What follows belongs to an exercise in optimizing a design on an open flow for small area; a production flow would make more cautious choices. Where RTL was checked, it was by simulation tests only, not by an equivalence proof against the original. Function not checked in run 1: the RTL went through the layout flow alone. No activity file was given, so power comes from the tool's default toggle rates.

==> flow/design.v <==
module ControlUnit (
    input  wire        clk,
    input  wire [31:0] data_in,
    output wire [31:0] data_out
);
    wire rst = data_in[29];
    wire req = data_in[31];
    reg         P;       
    reg         half;    
    reg  [2:0]  J;       
    reg  [2:0]  row, col;
    reg         ack;
    reg         op7;
    reg  [8:0]  R;
    reg  [19:0] X, Y;
    wire fin  = (row == 3'd5);
    wire sqx  = fin & (col == 3'd0);
    wire sqy  = fin & (col == 3'd1);
    wire sqr  = fin & (col == 3'd2);
    wire run  = fin ? ~col[2] & ~(col[1] & col[0]) : (req & ~ack);
    wire step = run & (half == P);
    wire apass = step & ~P;
    wire bpass = step & P;
    wire last = (J == 3'd7);
    wire j0   = (J == 3'd0);
    wire j1   = (J == 3'd1);
    wire [1:0] sz = data_in[20:19];
    wire row_ok = ~row[2] & ~row[1] | (row == 3'd2) & (sz != 2'd0) |
                  (row == 3'd3) & sz[1] | (row == 3'd4) & (sz == 2'd3);
    wire col_ok = ~col[2] & ~col[1] | (col == 3'd2) & (sz != 2'd0) |
                  (col == 3'd3) & sz[1] | (col == 3'd4) & (sz == 2'd3);
    wire used = row_ok & col_ok;
    wire corr = R[8];
    wire rj   = R[J] ^ corr;
    wire aj   = data_in[J];
    wire sq_on = (sqx & (op7 | ~X[19])) | (sqy & op7);
    wire sq_bit = sq_on & (rj | (j1 & corr));
    wire en  = fin ? (apass & (sqr | sq_bit)) : (step & aj & used);
    wire sub = ~X[19] | j0;                 
    wire cin = en & sq_on & j1 & corr;
    wire [2:0] i = ~J;
    reg  [8:0] msq;
    integer q;
    always @* begin
        for (q = 0; q < 9; q = q + 1)
            msq[q] = (q == i) | (q == i + 1) | ((q > i + 1) & (R[q] ^ sub));
    end
    wire [7:0] bc = P ? data_in[28:21] : data_in[15:8];
    wire [8:0] m = ~fin ? {bc[7], bc} :
                   sqr  ? msq : {1'b0, R[7:0] ^ {8{corr}}};
    wire msign = ~fin ? bc[7] : (sqr & sub);
    wire [8:0] mx = en ? m : 9'd0;
    wire sx = en & msign;
    wire [2:0] sh = sqr ? i : ((fin & j1 & rj & corr) ? 3'd2 : J);
    wire [10:0] v1 = sh[0] ? {sx, mx, 1'b0} : {sx, sx, mx};
    wire [12:0] v2 = sh[1] ? {v1, 2'b0} : {{2{sx}}, v1};
    wire [16:0] v3 = sh[2] ? {v2, 4'b0} : {{4{sx}}, v2};
    wire [19:0] addend = {{3{sx}}, v3};
    wire clr = (~fin & (row == 3'd0) & (col == 3'd0) & j0 & step) |
               (j0 & apass & ((sqx & (op7 | ~X[19])) | (sqr & X[19])));
    wire [19:0] Xg = clr ? 20'd0 : X;
    wire [20:0] cy;
    wire [19:0] S;
    assign cy[0] = cin;
    genvar k;
    generate
        for (k = 0; k < 20; k = k + 1) begin : rca
            assign S[k] = Xg[k] ^ addend[k] ^ cy[k];
            assign cy[k+1] = (Xg[k] & addend[k]) | (cy[k] & (Xg[k] ^ addend[k]));
        end
    endgenerate
    wire neg = Y[19];
    wire oor = ~((&Y[19:8]) | ~(|Y[19:8]));
    wire [8:0] lv = {neg & ~oor, Y[7:0] | {8{oor}}};
    always @(posedge clk) begin
        X <= Y;
        Y <= S;
    end
    wire rd_done = fin & (col == 3'd3) & ~req & ack;
    reg [2:0] Jn, coln, rown;
    always @* begin
        case (J)
            3'd0: Jn = 3'd1; 3'd1: Jn = 3'd2; 3'd2: Jn = 3'd3; 3'd3: Jn = 3'd4;
            3'd4: Jn = 3'd5; 3'd5: Jn = 3'd6; 3'd6: Jn = 3'd7; default: Jn = 3'd0;
        endcase
        case (col)
            3'd0: coln = 3'd1; 3'd1: coln = 3'd2; 3'd2: coln = 3'd3; 3'd3: coln = 3'd4;
            default: coln = 3'd0;
        endcase
        case (row)
            3'd0: rown = 3'd1; 3'd1: rown = 3'd2; 3'd2: rown = 3'd3; 3'd3: rown = 3'd4;
            default: rown = 3'd5;
        endcase
    end
    always @(posedge clk) begin
        if (rst) begin
            P <= 1'b0;
            half <= 1'b0;
            J <= 3'd0;
            row <= 3'd0;
            col <= 3'd0;
            ack <= 1'b0;
            op7 <= 1'b0;
        end else begin
            P <= ~P;
            op7 <= op7 | (req & data_in[16]);
            if (step) begin
                half <= ~half;
                if (P) J <= Jn;
            end
            if (bpass & last) begin
                col <= coln;
                if (~fin & (col == 3'd4)) row <= rown;
            end
            if (req)
                ack <= ack | (~fin & bpass & last) | (fin & col[1] & col[0]);
            else
                ack <= ack & ~(~fin | col[1] | (col[0] & J[2]));
        end
    end
    always @(posedge clk) begin
        if (~fin | (sqx & apass & last))
            R <= lv;
        else if ((sqy & apass & last) | rd_done)
            R <= 9'd0;
        else if (sqr & bpass & ~Y[19])
            R <= R | (9'd2 << i);
    end
    assign data_out = {ack, 23'd0, R[8:1]};
endmodule
==> flow/flow/run.sh <==
#!/bin/bash
# Own layout flow: the standard ORFS flow, with an area-oriented ABC script,
# small port buffers and a small clock tree.
set -euo pipefail
W=$(pwd)
F=$W/flow
# ORFS synthesis, but with our ABC script
sed 's#^source \$::env(SCRIPTS_DIR)/synth_preamble.tcl#source $::env(SCRIPTS_DIR)/synth_preamble.tcl\nlset abc_args 1 '"$F"'/area.abc#' \
    "$FLOW_HOME/scripts/synth.tcl" > "$W/own_synth.tcl"
grep -q "lset abc_args 1" "$W/own_synth.tcl"
sed 's#\$::env(SCRIPTS_DIR)/synth.tcl#'"$W"'/own_synth.tcl#' "$W/synth_recipe.tcl" > "$W/own_synth_recipe.tcl"
grep -q own_synth.tcl "$W/own_synth_recipe.tcl"
bash "$W/standard.sh" \
    SYNTH_SCRIPT="$W/own_synth_recipe.tcl" \
    BUFFER_PORTS_ARGS="-buffer_cell sky130_fd_sc_hd__buf_1" \
    ${OWN_CTS_ARGS:+CTS_ARGS="$OWN_CTS_ARGS"} \
    finish > "$W/own_flow.log" 2>&1
==> flow/flow/area.abc <==
strash
dch -f
amap
==> flow/standard.sh <==
#!/bin/bash
# synth_recipe.tcl (not shown) runs the flow's synth.tcl, then flattens the netlist and writes it again
# the make line also repeats each setting of config.mk as NAME=value (left out here)
make -C /OpenROAD-flow-scripts/flow DESIGN_CONFIG=/design/flow/config.mk WORK_HOME=/design/flow/orfs CLKGATE_MAP_FILE= SYNTH_SCRIPT=/design/flow/synth_recipe.tcl "${@:-finish}"
==> flow/config.mk <==
export PLATFORM = sky130hd
export DESIGN_NAME = ControlUnit
export DESIGN_NICKNAME = ControlUnit
export VERILOG_FILES = /design/flow/design.v
export SDC_FILE = /design/flow/constraint.sdc
export NUM_CORES = 8
export LEC_CHECK = 0
export CAP_MARGIN = 20
export CORE_MARGIN = 2
export CORE_UTILIZATION = 40
export PLACE_DENSITY_LB_ADDON = 0.1
export SLEW_MARGIN = 20
==> flow/constraint.sdc <==
create_clock -name core_clock -period 200.0 [get_ports {clk}]
set_input_delay 40.0000 -clock core_clock [delete_from_list [all_inputs] [get_ports {clk}]]
set_output_delay 40.0000 -clock core_clock [all_outputs]
set_load 0.01 [all_outputs]
==> results of run 1 <==
Yosys cell counts (all sizes together):
library cell,instances,area (um^2)
clkinv,54,203
nor2,54,203
dfxtp,53,1060
o21ai,33,165
buf,32,240
o22ai,30,188
fa,19,380
nand2,19,71.3
a21oi,17,85.1
o22a,13,114
nor2b,12,75.1
a221oi,11,96.3
nor3,11,55.1
a22oi,9,67.6
edfxtp,9,270
ha,7,87.6
nand2b,7,43.8
o32ai,5,43.8
nand3,4,20.0
nand4,4,25.0
o221ai,4,35.0
or2,3,18.8
or3,3,18.8
a2111oi,2,17.5
a221o,2,20.0
a31oi,2,12.5
o221a,2,22.5
o31ai,2,15.0
a211oi,1,7.51
a222oi,1,10.0
a22o,1,8.76
a311o,1,10.0
a311oi,1,8.76
a41oi,1,8.76
and3,1,6.26
and4,1,8.76
conb,1,3.75
nor4,1,6.26
o2111a,1,11.3
o2111ai,1,8.76
o211ai,1,7.51
o21a,1,7.51
or4,1,7.51
cell families after synthesis:
logic type               count (synthesis)  synth area share
buffers and inverters                   86             0.117
flip-flops                              62             0.353
AO/OA/AOI/OAI                          142             0.257
other                                    1          0.000993
adder cells (fa/ha/maj)                 26             0.124
AND/OR/NAND/NOR                        121             0.148
state kept, by name (all words and copies together), names as in the netlist, 3 cells and up:
| register | flops |
|---|---|
| J | 3 |
| R | 9 |
| X | 20 |
| Y | 20 |
| col | 3 |
| row | 3 |
layer usage:
metal	part of all wire	vias up	routed length, um
li1	-	1636	-
met1	0.50	1607	5080
met2	0.43	113	4420
met3	0.053	15	542
met4	0.017	0	175
met5	0	-	0
metrics by stage:
stage	util	area [um^2]	power [mW]	instances	hold WS (ps)
2_1_floorplan	-	3860	0.0246	460	326
6_report	0.453	4170	0.0396	597	348
3_5_place_dp	0.427	3930	0.0269	581	335
4_1_cts	0.452	4160	0.0401	597	348
5_1_grt	0.453	4170	0.0422	597	355
3_3_place_gp	0.427	3930	0.0267	581	334
worst max-delay path: cells and delay by family:
| kind | cells | cell delay [ps] |
|---|---|---|
| AND/OR/NAND/NOR | 4 | 1150 |
| AO/OA/AOI/OAI | 5 | 900 |
| adder cells (fa/ha/maj) | 19 | 6070 |
| buffers and inverters | 5 | 540 |
worst max-delay path by stage:
stage	startpoint	end	slack (ps)	cells after the start
floorplan	data_in[31]	Y[19]$_DFF_P_	152240	32
global placement	data_in[31]	Y[19]$_DFF_P_	151210	33
detailed placement	data_in[31]	Y[19]$_DFF_P_	151140	33
CTS	data_in[31]	Y[19]$_DFF_P_	151480	33
global route	data_in[31]	Y[19]$_DFF_P_	151000	34
finish	data_in[31]	Y[19]$_DFF_P_	151540	33
cell type report:
| class | instances | area share |
|---|---|---|
| clock inverter | 7 | 0.0249 |
| multi-input combinational | 312 | 0.502 |
| inverter | 54 | 0.0487 |
| clock buffer | 9 | 0.0297 |
| tap | 111 | 0.0333 |
| sequential | 62 | 0.320 |
| timing repair buffer | 42 | 0.0415 |
where the power goes:
| group | switching (mW) | internal, mW |
|---|---|---|
| clock | 0.00574 | 0.00719 |
| combinational | 0.00479 | 0.00318 |
| sequential | 0.00210 | 0.0166 |
| total | 0.0126 | 0.0270 |
cells in the final DEF (no fill, tap or decap), types with 3 or more instances in the layout:
| master | netlist | final |
|---|---|---|
| clkbuf_8 | 0 | 9 |
| a22oi_1 | 9 | 9 |
| nand2b_1 | 7 | 7 |
| o32ai_1 | 5 | 4 |
| or2_0 | 3 | 3 |
| o21ai_0 | 33 | 33 |
| buf_4 | 32 | 4 |
| o22ai_1 | 30 | 30 |
| ha_1 | 7 | 7 |
| a221oi_1 | 11 | 11 |
| nand2_1 | 19 | 19 |
| or3_1 | 3 | 3 |
| nand4_1 | 4 | 4 |
| clkinv_1 | 54 | 54 |
| conb_1 | 1 | 23 |
| buf_1 | 0 | 38 |
| nor3_1 | 11 | 11 |
| nand3_1 | 4 | 4 |
| fa_1 | 19 | 19 |
| a21oi_1 | 17 | 17 |
| edfxtp_1 | 9 | 9 |
| o22a_1 | 13 | 13 |
| nor2_1 | 54 | 54 |
| o221ai_1 | 4 | 4 |
| dfxtp_1 | 53 | 53 |
| nor2b_1 | 12 | 12 |
==> summary.txt, run 1 <==
- Total grt overflow: 0
- Register Area: 0.00133 mm^2
- Die height: 101 um
- Full die area: just over 0.01 mm^2
- Fill cell total of the finished layout: 961
- Worst-Margin Slew: 942 ps
- Register-to-register setup slack: 189890 ps
- Via count: 3371
- # hold bufs at CTS: 0
- Cell Rows: 35
- Setup_tns: 0 ps
- Initial antenna violation count: 0
- Hold Crit Class: flip-flop to flip-flop
- Met3 usage: 0.0421
- MaxCap Viol Count: 0
- Most common cell on crit path: fa_1
- Area grow syn2layout: 10.3%
- Starting Density: 0.411
- Ant diodes: 0
- Boundary pin count: 65
- Peak supply drop: 4.33 uV
- Seq/Total Area, Yosys: 0.353
- Largest net degree at the start of global routing: 21
- Slowest CP cell: and3_1
- Clock latency on the worst-skew pair: 350 ps
- DRT Pass-1 Iters: 6
- Met2 Resource Use GR: 0.306
- Min Tclk post-route: 48460 ps
- Post-Route WL: 10.2 mm
- Vias per cell: 5.65
- Sink Count: 62
- Die width: between 100 and 150 um
- Multi-input logic area: between 0.002 and 0.0025 mm^2
- Post-CTS setup buffer count: 0
- CTS buffer count: 9
- Setup CP Type: input pin to flip-flop
- Worst EP arrival: 48700 ps
- RR Endpoint: Y[19]$_DFF_P_
- Avg Cell Area, Syn: 8.62 um^2
- Port Buf Inserts: 38
- Clock tree buffer depth: 2
- Busiest layer in global routing: met1
- Worst Hold Depth: 0
- All-Layer GR Usage: 0.211
- Routed len/inst: 17.1 um
- First-pass GRT wire length: between 15 and 20 mm
- H-tree depth: 3
- PwrDens: 9.51 mW/mm^2
- Layout Skew: 11.3 ps
- Met1 Track Usage GR: 0.314
- Clk slew on worst S/H paths: 80 ps
- Worst Path Max Fanout: 20
- CTS tree: done
- Highest Clock Rate: 20.6 MHz
- RSZ-0062 raised after global routing: no
- Crit. End Element: flip-flop
- Critical path launch point type: input pin
- Cts repair resizes: 0
- Post-synth cell types: 43
- Endpoints failing setup: 0
- Reg2Reg Depth: 33
- Ratio of cells with drive above 1 in the final layout: 0.0432
- Final worst slack: 151540 ps
- Reg2reg start: J[0]$_SDFFE_PP0P_
- Final Hold Vio Count: 0
- Worst EP required: 200240 ps
- Final Net Count: between 500 and 600
- Yosys warnings: 1
- Fin crit share: 0.242
- Worst hold start: Y[2]$_DFF_P_
- Place WS: 151140 ps
- Relative slew slack: 0.356
- Mapped Area: between 0.003 and 0.004 mm^2
- Vias in the first global route: ~3100
- Core Region: 0.00920 mm^2
- Pleak: 1.49 nW
- DRC: 0
- Status: timing/DRC/antenna clean
- Post-DP HPWL: 7.74 mm
- Worst min-delay path endpoint: X[2]$_DFF_P_
- FF+latch count, synth: 62
- Routed Antenna Nets: 0
- Clk Tree Root Cell: clkbuf_8
- Pins Over Slew Limit: 0
- Syn Inst Count: 438
- Max stage delay on crit path: 660 ps
- Initial detailed-routing violation count: ~170
- Placer Congestion: 0.917
==> run 2: changes to the inputs <==
--- a/flow/design.v
+++ b/flow/design.v
@@ -5,12 +5,12 @@
 );
     wire rst = data_in[29];
     wire req = data_in[31];
+    wire op7 = data_in[16];      
     reg         P;       
     reg         half;    
     reg  [2:0]  J;       
     reg  [2:0]  row, col;
     reg         ack;
-    reg         op7;
     reg  [8:0]  R;
     reg  [19:0] X, Y;
     wire fin  = (row == 3'd5);
@@ -29,35 +29,31 @@
                   (row == 3'd3) & sz[1] | (row == 3'd4) & (sz == 2'd3);
     wire col_ok = ~col[2] & ~col[1] | (col == 3'd2) & (sz != 2'd0) |
                   (col == 3'd3) & sz[1] | (col == 3'd4) & (sz == 2'd3);
-    wire used = row_ok & col_ok;
+    wire used = row_ok & col_ok & (~P | op7);
     wire corr = R[8];
-    wire rj   = R[J] ^ corr;
+    wire sub  = ~X[19];                  
+    wire [8:0] rx = R ^ {9{sqr ? sub : corr}};
+    wire rj   = rx[J];
     wire aj   = data_in[J];
-    wire sq_on = (sqx & (op7 | ~X[19])) | (sqy & op7);
+    wire sq_on = sqx | sqy;
     wire sq_bit = sq_on & (rj | (j1 & corr));
     wire en  = fin ? (apass & (sqr | sq_bit)) : (step & aj & used);
-    wire sub = ~X[19] | j0;                 
     wire cin = en & sq_on & j1 & corr;
     wire [2:0] i = ~J;
-    reg  [8:0] msq;
-    integer q;
-    always @* begin
-        for (q = 0; q < 9; q = q + 1)
-            msq[q] = (q == i) | (q == i + 1) | ((q > i + 1) & (R[q] ^ sub));
-    end
     wire [7:0] bc = P ? data_in[28:21] : data_in[15:8];
     wire [8:0] m = ~fin ? {bc[7], bc} :
-                   sqr  ? msq : {1'b0, R[7:0] ^ {8{corr}}};
+                   sqr  ? {rx[6:0], 2'b11} : {1'b0, rx[7:0]};
     wire msign = ~fin ? bc[7] : (sqr & sub);
     wire [8:0] mx = en ? m : 9'd0;
     wire sx = en & msign;
-    wire [2:0] sh = sqr ? i : ((fin & j1 & rj & corr) ? 3'd2 : J);
+    wire [3:0] sh = sqr ? {i, 1'b0} : {1'b0, (fin & j1 & rj & corr) ? 3'd2 : J};
     wire [10:0] v1 = sh[0] ? {sx, mx, 1'b0} : {sx, sx, mx};
     wire [12:0] v2 = sh[1] ? {v1, 2'b0} : {{2{sx}}, v1};
     wire [16:0] v3 = sh[2] ? {v2, 4'b0} : {{4{sx}}, v2};
-    wire [19:0] addend = {{3{sx}}, v3};
+    wire [19:0] v3x = {{3{sx}}, v3};
+    wire [19:0] addend = sh[3] ? {v3x[11:0], 8'b0} : v3x;
     wire clr = (~fin & (row == 3'd0) & (col == 3'd0) & j0 & step) |
-               (j0 & apass & ((sqx & (op7 | ~X[19])) | (sqr & X[19])));
+               (sqx & j0 & apass);
     wire [19:0] Xg = clr ? 20'd0 : X;
     wire [20:0] cy;
     wire [19:0] S;
@@ -71,7 +67,8 @@
     endgenerate
     wire neg = Y[19];
     wire oor = ~((&Y[19:8]) | ~(|Y[19:8]));
-    wire [8:0] lv = {neg & ~oor, Y[7:0] | {8{oor}}};
+    wire z   = ~fin & neg & ~op7;
+    wire [8:0] lv = {neg & ~oor, Y[7:0] | {8{oor}}} & {9{~z}};
     always @(posedge clk) begin
         X <= Y;
         Y <= S;
@@ -100,10 +97,8 @@
             row <= 3'd0;
             col <= 3'd0;
             ack <= 1'b0;
-            op7 <= 1'b0;
         end else begin
             P <= ~P;
-            op7 <= op7 | (req & data_in[16]);
             if (step) begin
                 half <= ~half;
                 if (P) J <= Jn;
@@ -123,8 +118,8 @@
             R <= lv;
         else if ((sqy & apass & last) | rd_done)
             R <= 9'd0;
-        else if (sqr & bpass & ~Y[19])
-            R <= R | (9'd2 << i);
+        else if (sqr & bpass)
+            R <= {R[7:0], ~Y[19]};
     end
-    assign data_out = {ack, 23'd0, R[8:1]};
+    assign data_out = {ack, 23'd0, R[7:0]};
 endmodule
--- a/flow/flow/run.sh
+++ b/flow/flow/run.sh
@@ -13,5 +13,5 @@
 bash "$W/standard.sh" \
     SYNTH_SCRIPT="$W/own_synth_recipe.tcl" \
     BUFFER_PORTS_ARGS="-buffer_cell sky130_fd_sc_hd__buf_1" \
-    ${OWN_CTS_ARGS:+CTS_ARGS="$OWN_CTS_ARGS"} \
+    CTS_ARGS="-sink_clustering_enable -repair_clock_nets -dont_use_dummy_load -buf_list sky130_fd_sc_hd__clkbuf_4" \
     finish > "$W/own_flow.log" 2>&1
--- a/flow/config.mk
+++ b/flow/config.mk
@@ -8,5 +8,6 @@
 export CAP_MARGIN = 20
 export CORE_MARGIN = 2
 export CORE_UTILIZATION = 40
+export GPL_TIMING_DRIVEN = 0
 export PLACE_DENSITY_LB_ADDON = 0.1
 export SLEW_MARGIN = 20
==> run 2 against run 1 <==
  * Synthesized cell count decreased by 9.6%
  * Largest power group unchanged
  * Cell count is 3.7% lower
  * Clock power decreased by 53%
  * Critical endpoint unchanged
  * Maximum frequency down 1.1%
==> summary.txt, run 2 <==
- Full die area: 0.00949 mm^2 (was 0.0102 mm^2)
- Boundary pin count: 65 (unchanged)
- Initial detailed-routing violation count: 197 (was 171)
- FF+latch count, synth: 61 (was 62)
- Predominant post-synthesis flop cell: dfxtp_1 (unchanged)
- Clk Tree Root Cell: clkbuf_4 (was clkbuf_8)
- Pleak: 1.45 nW (was 1.49 nW)
- Die height: 97.4 um (was 101 um)
- Most common cell in the netlist: dfxtp_1
- Worst EP required: 200260 ps (was 200240 ps)
- Cell Rows: 34 (was 35)
- Synth top cells by count: dfxtp_1, nor2_1, clkinv_1 (was clkinv_1, nor2_1, dfxtp_1)
- Reg2reg start: row[0]$_SDFFE_PP0P_ (was J[0]$_SDFFE_PP0P_)
- Reg power frac: 0.554 (was 0.472)
- Worst min-delay path endpoint: X[2]$_DFF_P_ (unchanged)
- Post-synth cell types: 37 (was 43)
- Int Pwr: 0.0221 mW (was 0.0270 mW)
- Status: timing/DRC/antenna clean (unchanged)
- Routed Antenna Nets: 0 (unchanged)
- Commonest non-fill, non-tap cells in the layout: dfxtp_1, nor2_1, clkinv_1 (was clkinv_1, nor2_1, dfxtp_1)
- Layout Skew: 44.3 ps (was 11.3 ps)
- All-Layer GR Usage: 0.189 (was 0.211)
- Endpoints failing setup: 0 (unchanged)
- Via count: 3097 (was 3371)
- Most common cell on crit path: fa_1 (unchanged)
- Max stage delay on crit path: 530 ps (was 660 ps)
- Register-to-register setup slack: 187330 ps (was 189890 ps)
- Place WS: 150550 ps (was 151140 ps)
- Worst hold start: Y[2]$_DFF_P_ (unchanged)
- Min Tclk post-route: 48980 ps (was 48460 ps)
- H-tree depth: 3 (unchanged)
- Setup CP Type: input pin to flip-flop (unchanged)
- PwrDens: 8.44 mW/mm^2 (was 9.51 mW/mm^2)
- Post-DP HPWL: 6.75 mm (was 7.74 mm)
- MaxCap Viol Count: 0 (unchanged)
- EDFF count, synth: 9 (unchanged)
- Reg2Reg Depth: 38 (was 33)
- Clock tree buffer depth: 2 (unchanged)
- Critical path launch point type: input pin (unchanged)
- First-pass GRT wire length: 14.3 mm (was 16.4 mm)
- Final worst slack: 151020 ps (was 151540 ps)
- Area leader, netlist: dfxtp_1 (unchanged)
- CTS tree: done (unchanged)
- Peak supply drop: 4.24 uV (was 4.33 uV)
- Final core occ: 0.460 (was 0.453)
- Clock latency on the worst-skew pair: 410 ps (was 350 ps)
- Post-Route WL: 8.65 mm (was 10.2 mm)
- Area contributors post-synth: dfxtp_1, fa_1, edfxtp_1, o22ai_1, buf_4 (was dfxtp_1, fa_1, edfxtp_1, buf_4, clkinv_1)
- Seq/Total Area, Yosys: 0.375 (was 0.353)
- Final Net Count: 521 (was 540)
- Relative slew slack: 0.396 (was 0.356)
- Starting Density: 0.406 (was 0.411)
- Vias per cell: 5.39 (was 5.65)
- Clk pwr share: 0.180 (was 0.327)
- Setup_tns: 0 ps (unchanged)
- Switching Share: 0.338 (was 0.319)
- Highest Clock Rate: 20.4 MHz (was 20.6 MHz)
- Vias in the first global route: 2919 (was 3074)
- Yosys warnings: 1 (unchanged)
- Die width: 97.4 um (was 101 um)
- Sink Count: 61 (was 62)
- Top flop regs: X (20), Y (20), R (9) (unchanged)
- DRC: 0 (unchanged)
- Worst-Margin Slew: 903 ps (was 942 ps)
- Clk slew on worst S/H paths: 120 ps (was 80 ps)
- CP bufs+invs: 6 (was 5)
- RR Endpoint: Y[19]$_DFF_P_ (unchanged)
- Initial antenna violation count: 0 (unchanged)
- Fin crit share: 0.245 (was 0.242)
- Worst EP arrival: 49240 ps (was 48700 ps)
- Worst Hold Depth: 0 (unchanged)
- Port Buf Inserts: 38 (unchanged)
- Ratio of cells with drive above 1 in the final layout: 0.0814 (was 0.0432)
- Commonest non-fill, non-tap cell in the layout: dfxtp_1
- Final Hold Vio Count: 0 (unchanged)
- Largest net degree at the start of global routing: 17 (was 21)
- Pins Over Slew Limit: 0 (unchanged)
- Combinational group share of total power: 0.266 (was 0.201)
- Routed len/inst: 15.0 um (was 17.1 um)
- Share of Yosys cell area claimed by the top area cell type: 0.298 (was 0.281)
- Area grow syn2layout: 13.2% (was 10.3%)
- Ant diodes: 0 (unchanged)
- Post-CTS setup buffer count: 0 (unchanged)
- Hold Crit Class: flip-flop to flip-flop (unchanged)
- Slowest CP cell: nor3_2 (was and3_1)
- Cts repair resizes: 0 (unchanged)
- Crit. End Element: flip-flop (unchanged)
- Core Region: 0.00859 mm^2 (was 0.00920 mm^2)
- Total grt overflow: 0 (unchanged)
- Mapped Area: 0.00349 mm^2 (was 0.00378 mm^2)
- Async set or reset register ratio after synthesis: 0 (unchanged)
- Avg Cell Area, Syn: 8.82 um^2 (was 8.62 um^2)
- RSZ-0062 raised after global routing: no (unchanged)
- Worst path top cell family by delay: adder cells (unchanged)
- DRT Pass-1 Iters: 5 (was 6)
- Placer Congestion: 0.888 (was 0.917)
- Switching power: 0.0113 mW (was 0.0126 mW)
- CTS buffer count: 9 (unchanged)
- # hold bufs at CTS: 0 (unchanged)
- Syn Inst Count: 396 (was 438)
- Worst Path Max Fanout: 12 (was 20)
## run 2: cell families (layout without fill, tap and decap cells)
family	count (synthesis)	after routing	share of synthesized area
other	1	23	0.00107
flip-flops	61	61	0.375
XOR/XNOR	1	1	0.00251
AND/OR/NAND/NOR	117	117	0.159
adder cells (fa/ha/maj)	19	19	0.109
AO/OA/AOI/OAI	129	129	0.254
buffers and inverters	68	117	0.0989
## run 2: routing by layer
metal,track usage,wire length (um),vias to the layer above
li1,-,-,1547
met1,0.264,4220,1446
met2,0.293,3920,93
met3,0.0317,400,11
met4,0.0748,114,0
met5,0,0,-
## run 2: area by class of cell
class	instances	area (um^2)
buffer	24	180
clock buffer	9	67.6
fill	890	4640
inverter	44	165
multi-input combinational	289	1940
sequential	61	1310
tap	108	135
timing repair buffer	40	159
## run 2: power by group through the flow
stage               sequential (mW)  combinational (mW)  clock [mW]
finish                       0.0185             0.00889     0.00600
global route                 0.0190              0.0100     0.00659
CTS                          0.0186             0.00885     0.00625
detailed placement           0.0188             0.00879           0
global placement             0.0187             0.00863           0
floorplan                    0.0183             0.00606           0
## run 2: worst max-delay path by stage
stage | start | to | slack [ps] | cells after the start
final | data_in[31] | Y[19]$_DFF_P_ | 151020 | 33
after global routing | data_in[31] | Y[19]$_DFF_P_ | 150430 | 33
after floorplan | data_in[31] | Y[19]$_DFF_P_ | 151010 | 31
after CTS | data_in[31] | Y[19]$_DFF_P_ | 150950 | 33
after global placement | data_in[31] | Y[19]$_DFF_P_ | 149540 | 32
after detailed placement | data_in[31] | Y[19]$_DFF_P_ | 150550 | 33
## run 2: metrics by stage
stage,cells,power [mW],hold WS [ps],cell area [um^2]
global placement,564,0.0274,336,3850
floorplan,418,0.0244,331,3570
finish,575,0.0334,338,3950
global route,575,0.0357,338,3950
CTS,574,0.0337,335,3950
detailed placement,565,0.0276,340,3880
==> run 3: changes to the inputs <==
==> flow/flow/run.sh (replaced) <==
#!/bin/bash
# Own layout flow: the standard ORFS flow (the standard.sh), with
#  - synthesis: ORFS's synth.tcl, only the ABC script replaced by flow/area.abc
#  - 1x port buffers, one tie cell per constant, no timing-driven placement
#    buffers, and a small clock tree without dummy loads.
set -euo pipefail
W=$(pwd)
F=$W/flow
sed 's#^source \$::env(SCRIPTS_DIR)/synth_preamble.tcl#source $::env(SCRIPTS_DIR)/synth_preamble.tcl\nlset abc_args 1 '"$F"'/area.abc#' \
    "$FLOW_HOME/scripts/synth.tcl" > "$W/own_synth.tcl"
grep -q "lset abc_args 1" "$W/own_synth.tcl"
sed 's#\$::env(SCRIPTS_DIR)/synth.tcl#'"$W"'/own_synth.tcl#' "$W/synth_recipe.tcl" > "$W/own_synth_recipe.tcl"
grep -q own_synth.tcl "$W/own_synth_recipe.tcl"
bash "$W/standard.sh" \
    SYNTH_SCRIPT="$W/own_synth_recipe.tcl" \
    BUFFER_PORTS_ARGS="-buffer_cell sky130_fd_sc_hd__buf_1" \
    SKIP_REPAIR_TIE_FANOUT=1 \
    REMOVE_ABC_BUFFERS=1 \
    GPL_TIMING_DRIVEN=0 \
    CTS_ARGS="-sink_clustering_enable -repair_clock_nets -dont_use_dummy_load -buf_list sky130_fd_sc_hd__clkbuf_4" \
    finish > "$W/own_flow.log" 2>&1
==> flow/flow/area.abc (replaced) <==
strash
dch -f
amap
strash
dch -f
amap
--- a/flow/config.mk
+++ b/flow/config.mk
@@ -8,6 +8,5 @@
 export CAP_MARGIN = 20
 export CORE_MARGIN = 2
 export CORE_UTILIZATION = 40
-export GPL_TIMING_DRIVEN = 0
 export PLACE_DENSITY_LB_ADDON = 0.1
 export SLEW_MARGIN = 20
==> run 3 against run 2 <==
  * First-iteration DRC count grew 5.1%
  * Via count fell by 4.5%
  * Global-route usage is 0.23 points higher
  * Clock skew decreased by 18 ps
  * Hold slack better by 1.8 ps
  * Sequential power is 3% higher
  * Critical path depth decreased by 1
  * Area after synthesis down 0.79%
  * Largest cell class unchanged
  * Worst setup slack better by 260 ps
  * Critical path type unchanged
  * Combinational power is 2.5% higher
==> summary.txt, run 3 <==
- Status: timing/DRC/antenna clean (unchanged)
- Mapped Area: 0.00346 mm^2 (was 0.00349 mm^2)
- Core Region: 0.00830 mm^2 (was 0.00859 mm^2)
- Seq/Total Area, Yosys: 0.378 (was 0.375)
- Pleak: 1.26 nW (was 1.45 nW)
- Yosys warnings: 1 (unchanged)
- Port Buf Inserts: 38 (unchanged)
- Commonest non-fill, non-tap cells in the layout: nor2_1, dfxtp_1, clkinv_1 (was dfxtp_1, nor2_1, clkinv_1)
- Die height: 97.1 um (was 97.4 um)
- Pins Over Slew Limit: 0 (unchanged)
- Worst hold start: Y[3]$_DFF_P_ (was Y[2]$_DFF_P_)
- Post-Route WL: 8.59 mm (was 8.65 mm)
- CTS tree: done (unchanged)
- FF+latch count, synth: 61 (unchanged)
- Boundary pin count: 65 (unchanged)
- Initial antenna violation count: 0 (unchanged)
- Post-DP HPWL: 6.66 mm (was 6.75 mm)
- DRC: 0 (unchanged)
- Clock tree buffer depth: 2 (unchanged)
- Setup CP Type: input pin to flip-flop (unchanged)
- Highest Clock Rate: 20.5 MHz (was 20.4 MHz)
- PwrDens: 9.29 mW/mm^2 (was 8.44 mW/mm^2)
- Critical path launch point type: input pin (unchanged)
- Vias per cell: 5.59 (was 5.39)
- EDFF count, synth: 9 (unchanged)
- Peak supply drop: 4.10 uV (was 4.24 uV)
- DRT Pass-1 Iters: 4 (was 5)
- Ant diodes: 0 (unchanged)
- Predominant post-synthesis flop cell: dfxtp_1 (unchanged)
- Largest net degree at the start of global routing: 24 (was 17)
- Share of Yosys cell area claimed by the top area cell type: 0.300 (was 0.298)
- Full die area: 0.00942 mm^2 (was 0.00949 mm^2)
- RSZ-0062 raised after global routing: no (unchanged)
- Initial detailed-routing violation count: 207 (was 197)
- Cts repair resizes: 0 (unchanged)
- Min Tclk post-route: 48720 ps (was 48980 ps)
- Vias in the first global route: 2880 (was 2919)
- Clk Tree Root Cell: clkbuf_4 (unchanged)
- Routed Antenna Nets: 0 (unchanged)
- Max stage delay on crit path: 620 ps (was 530 ps)
- Worst path top cell family by delay: adder cells (unchanged)
- CTS buffer count: 9 (unchanged)
- First-pass GRT wire length: 14.4 mm (was 14.3 mm)
- Reg2reg start: row[0]$_SDFFE_PP0P_ (unchanged)
- Area grow syn2layout: 5.49% (was 13.2%)
- Commonest non-fill, non-tap cell in the layout: nor2_1 (was dfxtp_1)
- Final core occ: 0.440 (was 0.460)
- Final Net Count: 478 (was 521)
- H-tree depth: 3 (unchanged)
- DP Area: 0.00359 mm^2 (was 0.00388 mm^2)
- Relative slew slack: 0.285 (was 0.396)
- Post-route cell area: 0.00365 mm^2 (was 0.00395 mm^2)
- Ratio of cells with drive above 1 in the final layout: 0.0307 (was 0.0814)
- Slowest CP cell: nor3_2 (unchanged)
- All-Layer GR Usage: 0.191 (was 0.189)
- Layout Skew: 26.3 ps (was 44.3 ps)
- Area leader, netlist: dfxtp_1 (unchanged)
- Clock latency on the worst-skew pair: 380 ps (was 410 ps)
- Routed len/inst: 16.2 um (was 15.0 um)
- Setup_tns: 0 ps (unchanged)
- # hold bufs at CTS: 0 (unchanged)
- Post-CTS setup buffer count: 0 (unchanged)
- Hold Crit Class: flip-flop to flip-flop (unchanged)
- Syn Inst Count: 400 (was 396)
- Cell Rows: 33 (was 34)
- Worst EP required: 200270 ps (was 200260 ps)
- Synth top cells by count: nor2_1, dfxtp_1, clkinv_1 (was dfxtp_1, nor2_1, clkinv_1)
- Via count: 2959 (was 3097)
- Most common cell on crit path: fa_1 (unchanged)
- Clk slew on worst S/H paths: 100 ps (was 120 ps)
- Starting Density: 0.417 (was 0.406)
- Area contributors post-synth: dfxtp_1, fa_1, edfxtp_1, nor2_1, o22ai_1 (was dfxtp_1, fa_1, edfxtp_1, o22ai_1, buf_4)
- Placer Congestion: 0.886 (was 0.888)
- Die width: 97.1 um (was 97.4 um)
- MaxCap Viol Count: 0 (unchanged)
- Worst Path Max Fanout: 11 (was 12)
- Worst EP arrival: 48990 ps (was 49240 ps)
- Critical Path Source: data_in[31] (unchanged)
- Top flop regs: X (20), Y (20), R (9) (unchanged)
- Post-synth cell types: 37 (unchanged)
- Fin crit share: 0.244 (was 0.245)
- Async set or reset register ratio after synthesis: 0 (unchanged)
- Crit. End Element: flip-flop (unchanged)
- Avg Cell Area, Syn: 8.66 um^2 (was 8.82 um^2)
- CP bufs+invs: 4 (was 6)
- Most common cell in the netlist: nor2_1 (was dfxtp_1)
- Worst-Margin Slew: 1070 ps (was 903 ps)
- Total grt overflow: 0 (unchanged)
- Endpoints failing setup: 0 (unchanged)
- Sink Count: 61 (unchanged)
- Final Hold Vio Count: 0 (unchanged)
==> run 3: changes by cell type in the layout (fill, tap and decap cells not counted), sizes merged, moves of 5 or more <==
cell / previous run / this run
nand2: 16 / 24
nor2: 46 / 62
a21oi: 22 / 12
conb: 23 / 1
buf: 64 / 39
o22ai: 37 / 32
==> run 3: through the flow <==
| stage | hold slack, ps | std cells | power, mW | setup slack, ps |
|---|---|---|---|---|
| final | 339 | 529 | 0.0340 | 151280 |
| after global routing | 351 | 529 | 0.0366 | 150600 |
| after CTS | 332 | 529 | 0.0344 | 151270 |
| after detailed placement | 338 | 520 | 0.0283 | 150870 |
| after global placement | 336 | 519 | 0.0282 | 149640 |
| after floorplan | 331 | 376 | 0.0250 | 151250 |
==> run 3: power by group <==
part	total [mW]	internal, mW	switching [mW]
Sequential	0.0190	0.0167	0.00223
Clock	0.00587	0.00209	0.00378
Combinational	0.00911	0.00363	0.00548
Total	0.0340	0.0225	0.0115
==> run 3: layer usage <==
| layer | up-vias | global-route usage | share of wire |
|---|---|---|---|
| met4 | 0 | 0.0791 | 0.023 |
| li1 | 1461 | - | - |
| met5 | - | 0 | 0 |
| met2 | 111 | 0.285 | 0.43 |
| met1 | 1368 | 0.263 | 0.47 |
| met3 | 19 | 0.0511 | 0.068 |
==> run 3: path summary, 6_finish.rpt <==
path | to | slack [ps] | cells past startpoint
setup reg to reg | Y[19]$_DFF_P_ | 187500 | 39
hold / removal | X[3]$_DFF_P_ | 340 | 0
hold reg to reg | X[3]$_DFF_P_ | 340 | 0
setup / recovery | Y[19]$_DFF_P_ | 151280 | 32
==> run 3: logic make-up after synthesis <==
group,after synthesis,synth area share
AO/OA/AOI/OAI,116,0.231
flip-flops,61,0.378
adder cells (fa/ha/maj),19,0.110
AND/OR/NAND/NOR,138,0.181
buffers and inverters,64,0.0953
XOR/XNOR,1,0.00253
other,1,0.00108
==> run 3: layout make-up <==
class,count,area [um^2]
clock buffers,9,67.6
fillers,826,4640
inverters,40,150
multi-input cells,275,1840
flip-flops and latches,61,1310
well taps,105,131
repair buffers,39,154
==> run 4: changes to the inputs <==
==> flow/run.sh (new file) <==
#!/bin/bash
# synth_recipe.tcl (not shown) runs the flow's synth.tcl, then flattens the netlist and writes it again
# the make line also repeats each setting of config.mk as NAME=value (left out here)
make -C /OpenROAD-flow-scripts/flow DESIGN_CONFIG=/design/flow/config.mk WORK_HOME=/design/flow/orfs CLKGATE_MAP_FILE= SYNTH_SCRIPT=/design/flow/synth_recipe.tcl finish
removed: flow/flow/run.sh
removed: flow/flow/area.abc
removed: flow/standard.sh
==> run 4 against run 3 <==
  * Final area up 31%
  * Critical path type unchanged
  * Total power increased by 29%
  * Combinational power up 36%
  * Hold slack improved by 14 ps
==> summary.txt, run 4 <==
- Post-Synth Simple-Gate Area: 0.220 (was 0.181)
- Max stage delay on crit path: 470 ps (was 620 ps)
- Setup CP Type: input pin to flip-flop (unchanged)
- Seq/Total Area, Yosys: 0.306 (was 0.378)
- Mux contribution to synthesized area: 0.0580 (was 0)
- H-tree depth: 3 (unchanged)
- # hold bufs at CTS: 0 (unchanged)
- Synth Area in Compound Gates: 0.193 (was 0.231)
- Clock tree buffer depth: 2 (unchanged)
- Most common cell in the netlist: dfxtp_1 (was nor2_1)
- Worst EP required: 200290 ps (was 200270 ps)
- Via count: 3663 (was 2959)
- Top flop regs: X (20), Y (20), R (9) (unchanged)
- Clk slew on worst S/H paths: 80 ps (was 100 ps)
- Die width: 108 um (was 97.1 um)
- Non-Filler Instances: 654 (was 529)
- Pleak: 1.83 nW (was 1.26 nW)
- PwrDens: 9.15 mW/mm^2 (was 9.29 mW/mm^2)
- Predominant post-synthesis flop cell: dfxtp_1 (unchanged)
- CTS buffer count: 9 (unchanged)
- Worst-Margin Slew: 854 ps (was 1070 ps)
- DRT Pass-1 Iters: 4 (unchanged)
- Async set or reset register ratio after synthesis: 0 (unchanged)
- Hold Crit Class: flip-flop to flip-flop (unchanged)
- Crit. End Element: flip-flop (unchanged)
- Sink Count: 61 (unchanged)
- WHS: 354 ps (was 339 ps)
- Avg Cell Area, Syn: 8.63 um^2 (was 8.66 um^2)
- Commonest non-fill, non-tap cells in the layout: dfxtp_1, nor2_1, clkdlybuf4s50_1 (was nor2_1, dfxtp_1, clkinv_1)
- Post-DP HPWL: 8.44 mm (was 6.66 mm)
- Final Hold Vio Count: 0 (unchanged)
- Area leader, netlist: dfxtp_1 (unchanged)
- Post-route cell area: 0.00479 mm^2 (was 0.00365 mm^2)
- Vias per cell: 5.60 (was 5.59)
- Min Tclk post-route: 48990 ps (was 48720 ps)
- Peak supply drop: 4.64 uV (was 4.10 uV)
- EDFF count, synth: 9 (unchanged)
- Worst EP arrival: 49280 ps (was 48990 ps)
- Initial antenna violation count: 0 (unchanged)
- CP bufs+invs: 4 (unchanged)
- Initial detailed-routing violation count: 198 (was 207)
- Worst path top cell family by delay: adder cells (unchanged)
- Post-CTS setup buffer count: 0 (unchanged)
- Critical path launch point type: input pin (unchanged)
- RSZ-0062 raised after global routing: no (unchanged)
- Adder-Cell Fraction of Synth Area: 0.0887 (was 0.110)
- Ant diodes: 0 (unchanged)
- Fin crit share: 0.245 (was 0.244)
- DRC: 0 (unchanged)
- Relative slew slack: 0.429 (was 0.285)
- Largest family of logic cells by synthesized area: simple AND/OR/NAND/NOR gates (was compound AO/OA/AOI/OAI gates)
- All-Layer GR Usage: 0.209 (was 0.191)
- Synth top cells by count: dfxtp_1, nor2_1, nand2_1 (was nor2_1, dfxtp_1, clkinv_1)
- Layout Skew: 12.4 ps (was 26.3 ps)
- Vias in the first global route: 3447 (was 2880)
- Total grt overflow: 0 (unchanged)
- Die height: 108 um (was 97.1 um)
- Post-synth cell types: 69 (was 37)
- FF+latch count, synth: 61 (unchanged)
- Routed Antenna Nets: 0 (unchanged)
- Pins Over Slew Limit: 0 (unchanged)
- Largest net degree at the start of global routing: 21 (was 24)
- Setup_tns: 0 ps (unchanged)
- Port Buf Inserts: 38 (unchanged)
- Slowest CP cell: fa_1 (was nor3_2)
- Final Net Count: 565 (was 478)
- Syn Inst Count: 497 (was 400)
- Total design power: 0.0438 mW (was 0.0340 mW)
- WP depth: 32 (unchanged)
- Synth Area in XOR/XNOR: 0.0449 (was 0.00253)
- Final worst slack: 151010 ps (was 151280 ps)
- Placer Congestion: 0.881 (was 0.886)
- Area grow syn2layout: 11.5% (was 5.49%)
- Worst Hold Depth: 0 (unchanged)
- Most common cell on crit path: fa_1 (unchanged)
- Core Region: 0.0104 mm^2 (was 0.00830 mm^2)
- Starting Density: 0.414 (was 0.417)
- Worst Path Max Fanout: 8 (was 11)
- DP Area: 0.00461 mm^2 (was 0.00359 mm^2)
- Final core occ: 0.462 (was 0.440)
- Reg2Reg Depth: 32 (was 39)
- Cell Rows: 37 (was 33)
- Share of Yosys cell area claimed by the top area cell type: 0.243 (was 0.300)
- Highest Clock Rate: 20.4 MHz (was 20.5 MHz)
- Mapped Area: 0.00429 mm^2 (was 0.00346 mm^2)
- Cts repair resizes: 0 (unchanged)
- Yosys warnings: 1 (unchanged)
- First-pass GRT wire length: 18.3 mm (was 14.4 mm)
- Clock latency on the worst-skew pair: 360 ps (was 380 ps)
- Ratio of cells with drive above 1 in the final layout: 0.0849 (was 0.0307)
- Full die area: 0.0116 mm^2 (was 0.00942 mm^2)
- Boundary pin count: 65 (unchanged)
- Placed cells: 638 (was 520)
- Endpoints failing setup: 0 (unchanged)
- Status: timing/DRC/antenna clean (unchanged)
- MaxCap Viol Count: 0 (unchanged)
- Routed len/inst: 17.6 um (was 16.2 um)
- Commonest non-fill, non-tap cell in the layout: dfxtp_1 (was nor2_1)
- Post-Route WL: 11.5 mm (was 8.59 mm)
- CTS tree: done (unchanged)
- Place WS: 150690 ps (was 150870 ps)
- Clk Tree Root Cell: clkbuf_8 (was clkbuf_4)
- Area contributors post-synth: dfxtp_1, fa_1, edfxtp_1, nor2_1, buf_4 (was dfxtp_1, fa_1, edfxtp_1, nor2_1, o22ai_1)
run 4: power by group:
part	leakage [nW]	internal, mW	switching, mW
clock network	0.0856	0.00452	0.00538
registers	0.513	0.0171	0.00439
logic	1.24	0.00634	0.00604
run 4: logic make-up after synthesis:
group | after synthesis
muxes | 23
adders and majority gates | 19
buffers and inverters | 70
DFF | 61
and+or+nand+nor | 184
AOI/OAI and AO/OA | 117
other | 1
xor gates and xnor gates | 22
run 4: final timing paths:
| path | slack, ps | start | to |
|---|---|---|---|
| setup / recovery | 151010 | data_in[4] | Y[19]$_DFF_P_ |
| hold reg to reg | 350 | Y[1]$_DFF_P_ | X[1]$_DFF_P_ |
| setup reg to reg | 189800 | row[2]$_SDFFE_PP0P_ | Y[19]$_DFF_P_ |
| hold / removal | 350 | Y[1]$_DFF_P_ | X[1]$_DFF_P_ |
run 4: metal layers:
layer | vias to the layer above | wire [um] | GRT usage
met5 | - | 0 | 0
met4 | 0 | 263 | 0.0842
met3 | 19 | 634 | 0.0278
met2 | 121 | 5280 | 0.332
met1 | 1771 | 5300 | 0.287
li1 | 1752 | - | -
run 4: layout make-up:
cell class / instances / area (um^2)
Clock buffer: 9 / 124
Clock inverter: 7 / 51.3
Fill cell: 1056 / 5580
Inverter: 13 / 48.8
Multi-Input combinational cell: 388 / 2690
Sequential cell: 61 / 1310
Tap cell: 136 / 170
Timing Repair Buffer: 40 / 395

==> port drivers added, routing unchanged <==
The results above use ideal ports. As a check the final layouts listed here were re-extracted and re-timed, cells and wires unchanged.
Step 1, drivers: a clkbuf_16 drives clk and a buf_2 each remaining input, both assumed.
Step 2 times the ports against the registers' clock, not the clock port: input delays grow and output delays shrink by t, the midpoint of the rising clock arrivals with the driver on.
a / b / c = ideal / step 1 / step 2; a / b = the first two.
run	shift t [ns]	setup slack, ns	hold slack, ns	worst setup path after step 2	latest minus earliest clock arrival (ns)
run 1	0.382	151.543 / 151.554 / 151.172	0.348 / 0.348 / 0.348	input to register	0.012 / 0.012
run 2	0.421	151.020 / 151.027 / 150.606	0.338 / 0.338 / 0.338	input to register	0.045 / 0.044
run 3	0.398	151.284 / 151.278 / 150.879	0.339 / 0.339 / 0.339	input to register	0.026 / 0.027
run 4	0.389	151.009 / 151.015 / 150.626	0.354 / 0.354 / 0.354	input to register	0.012 / 0.013
After both steps setup and hold are still met in every run listed. For run 2, which loses most, drivers alone change the setup slack by +0.007 ns; drivers and shift together by -0.414 ns.
